Context: an optimization exercise on an open-source flow, tuned for small area. The choices shown serve that exercise and are no tape-out recipe.
Function was checked by simulation only, so behaviour that the tests miss may differ from the original.

--- flow/design.v ---
module gaussian_blur #(
   parameter PIXEL_DEPTH = 8,
   parameter KERNEL_SIZE = 7,
   parameter PPC = 1
) (
   input bit clk,
   input bit rst_n,
   input logic [KERNEL_SIZE*(KERNEL_SIZE+PPC-1)*PIXEL_DEPTH-1:0] in_data,
   output logic [PIXEL_DEPTH-1:0] out_pixel
);
logic [KERNEL_SIZE-1:0][KERNEL_SIZE-1 + (PPC-1): 0][PIXEL_DEPTH-1:0] in_win;
assign in_win = in_data;
localparam [KERNEL_SIZE*KERNEL_SIZE*10-1:0] KERNEL = {
   10'd1, 10'd6, 10'd15, 10'd20, 10'd15, 10'd6, 10'd1,
   10'd6, 10'd36, 10'd90, 10'd120, 10'd90, 10'd36, 10'd6,
   10'd15, 10'd90, 10'd225, 10'd300, 10'd225, 10'd90, 10'd15,
   10'd20, 10'd120, 10'd300, 10'd400, 10'd300, 10'd120, 10'd20,
   10'd15, 10'd90, 10'd225, 10'd300, 10'd225, 10'd90, 10'd15,
   10'd6, 10'd36, 10'd90, 10'd120, 10'd90, 10'd36, 10'd6,
   10'd1, 10'd6, 10'd15, 10'd20, 10'd15, 10'd6, 10'd1
};
logic [PIXEL_DEPTH + 11: 0] temp_data;
always_comb begin
   temp_data = 0;
   for(int i = 0; i < KERNEL_SIZE; i++)
      for(int j = 0; j < KERNEL_SIZE; j++)
         temp_data += in_win[i][j] * KERNEL[(KERNEL_SIZE*KERNEL_SIZE-1 - (i*KERNEL_SIZE+j))*10 +: 10];
end
always_ff @(posedge clk) begin
   if(~rst_n) begin
      out_pixel <= '0;
   end else begin
      out_pixel <= temp_data >> 12;
   end
end
endmodule
--- flow/config.mk ---
export PLATFORM = sky130hd
export DESIGN_NAME = gaussian_blur
export DESIGN_NICKNAME = gaussian_blur
export VERILOG_FILES = /design/flow/design.v
export SDC_FILE = /design/flow/constraint.sdc
export NUM_CORES = 4
export LEC_CHECK = 0
export CAP_MARGIN = 20
export CORE_MARGIN = 2
export CORE_UTILIZATION = 40
export SLEW_MARGIN = 20
--- flow/constraint.sdc ---
create_clock -name core_clock -period 16.0 [get_ports {clk}]
set_input_delay 3.2000 -clock core_clock [delete_from_list [all_inputs] [get_ports {clk}]]
set_output_delay 3.2000 -clock core_clock [all_outputs]
set_load 0.01 [all_outputs]
--- flow/run.sh ---
#!/bin/bash
# synth_recipe.tcl (not shown) runs the flow's synth.tcl, then flattens the netlist and writes it again
# the make line also repeats each setting of config.mk as NAME=value (left out here)
make -C /OpenROAD-flow-scripts/flow DESIGN_CONFIG=/design/flow/config.mk WORK_HOME=/design/flow/orfs CLKGATE_MAP_FILE= SYNTH_SCRIPT=/design/flow/synth_recipe.tcl finish
==> summary.md <==
| Metric | Value |
|---|---|
| CTS tree | yes |
| CP startpoint kind | primary input |
| Starting Density | 0.402 |
| H-Tree Depth | 1 |
| Area delta synth->final | 13.9% |
| Top reg by flops | out_pixel |
| Die Wd | approximately 330 um |
| Max Fclk | around 70 MHz |
| Top cell type by total area after synthesis | fa_1 |
| Synth Area per Inst | about 10 um2 |
| TritonCTS sink count | 8 |
| Syn_nets | ~6.5k |
| Netlist cell types | between 50 and 60 |
| First-pass GRT wire length | ~180 mm |
| CTS max path bufs | 2 |
| Most common cell after layout, fill and taps aside | inv_1 |
| Rows | roughly 120 |
| Share of the synthesized area in the top cell type | 0.455 |
| Slowest stage cell, crit path | fa_1 |
| RSZ-0062 raised after global routing | false |
| Critical Path Fanout Max | 4 |
| Crit Path Class | primary input to register |
| Port Buffer Count | ~400 |
| Core area | between 100,000 and 150,000 um2 |
| Slew margin rel. | 0.555 |
| Cells after Synth | around 4.3k |
| Worst hold slack | between 3000 and 4000 ps |
| Die area | ~110,000 um2 |
| Crit end category | register |
| Synth Cell Area | ~42,000 um2 |
| Grt ovf | 0 |
| Number of hold violations in the final report | 0 |
| Reg area | 160 um2 |
| Main synth FF type | dfxtp_1 |
| Top post-synthesis cells by area | fa_1, ha_1, inv_1, xnor2_1, xor2_1 |
| Slew Viols, Final | 0 |
| Max cap viols | 0 |
| Final Util | 0.458 |
| Routability cong. | ~0.90 |
| Drt initial violations | approximately 900 |
| Drt pass-1 iters | 5 |
| Most frequent CP cell | fa_1 |
| WL final | approximately 110 mm |
| Layout cells sized above 1 | 0.00622 |
| Slowest stage delay, CP | roughly 560 ps |
| # setup viols final | 0 |
| DP HPWL | ~110 mm |
| Multi-input gate area | between 30,000 and 40,000 um2 |
| Tot GR Track Use | 0.218 |
| Largest registers | out_pixel (8) |
| Number of routed nets with antenna violations | 0 |
| Vias in the first global route | 31.5k |
| Most frequent cells in the layout | inv_1, fa_1, ha_1 |
| Initial antenna violation count | 20 |
| Yosys reg bits | 8 |
| Via count | roughly 28k |
| I/O pin total | 402 |
| Die height | 328 um |
| Setup TNS | 0 ps |
| Synth warn | 1 |
| Largest net degree at the start of global routing | 8 |
| Worst path required time | roughly 16,000 ps |
| Routed len/inst | 18.8 um |
| EDFF count, synth | 0 |
| Ratio of final minimum period to clock period | 0.885 |
| Arr. time, crit path | 14,280 ps |
| Root buf cell | clkbuf_16 |
| Async set or reset register ratio after synthesis | 0 |
| Drc violations | 0 |
| Clock slew at reported path FFs | 40 ps |
| CP bufs+invs | 11 |
| NumNets Final | approximately 7k |
| Number of hold buffers added after CTS | 0 |
| Sequential area share after synthesis | 0.00380 |
| Drt via density | around 4.7 |
| PostCTS Resize Cnt | 0 |
| Fill cell total of the finished layout | approximately 10k |
| Post-CTS Repair Setup Buffers | 0 |
| Worst slew pin tran | around 660 ps |
| Delay-heaviest family, CP | adder cells |
| Final Critical Period | 14,160 ps |
| Hold Path Class | primary input to register |
| Status | finished clean |
| Max reg flops | 8 |
| CTS Buf Count | 3 |
layer usage:
layer	track usage	up-vias	wire (um)
met1	0.284	14100	49400
met2	0.395	398	58100
met5	0	-	126
li1	-	13700	-
met3	0.0239	81	4130
met4	0.0353	20	2150
final timing paths:
check | startpoint | end | cells after the start
worst min-delay path | rst_n | out_pixel[6] | 3
worst max-delay path | in_data[204] | out_pixel[7] | 38
through the flow:
stage                     cells  instance area (um2)  setup WS (ps)
after floorplan            4261                42100           2780
after global placement     6053                47900           1660
after detailed placement   6053                47900           1540
after CTS                  6056                47900           1760
after global routing       6062                48000           1300
final                      6066                48000           1840
kinds of logic after synthesis:
family          Yosys count  share of synthesized area
flops                     8                    0.00380
simple gates            373                     0.0440
fa+ha+maj              1831                      0.715
mux                       4                    0.00101
compound gates          388                     0.0619
buf+inv                1430                      0.127
xor+xnor                227                     0.0472
synthesized netlist by cell type, types with 8 or more instances:
master	n
a21boi_0	8
nand2_1	64
o41ai_1	14
nor2_1	115
a21oi_1	112
nor3_1	50
nor2b_1	47
nand2b_1	22
o21bai_1	17
xor2_1	77
and2_1	11
and3_1	14
fa_1	958
o21ai_0	62
a21o_1	72
inv_1	1430
xnor2_1	150
a211oi_1	11
ha_1	873
dfxtp_1	8
o21a_1	39
or3_1	10
area by class of cell:
class                           instances  area share
Multi-Input combinational cell       2823       0.763
Inverter                             1430       0.112
Timing Repair Buffer                  401      0.0837
Tap cell                             1391      0.0363
Sequential cell                         8     0.00334
Clock buffer                            3     0.00156
Antenna cell                           10    0.000522

==> re-timing with driven ports <==
The results above use ideal ports. As a check the final layout listed here was re-extracted and re-timed, cells and wires unchanged.
Step 1: set_driving_cell puts a clkbuf_16 on clk and a buf_2 on each other input, an assumption about the parent block.
Step 2, shift: input delay + t, output delay - t, t = (earliest + latest rising clock arrival at the registers) / 2. This alone moves slack from input paths to output paths.
Three values: no drivers, after step 1, after step 2; two values: the first two.
t, ns: 0.264
setup WS [ns]: 1.840 / 1.853 / 1.589
worst setup path at the end: input to register
worst slew at a driven data input, ns: 0.14
cell pins on the clock port's net: 1
After both steps setup and hold are still met in this run. For this run, drivers alone change the setup slack by +0.013 ns; drivers and shift together by -0.251 ns.
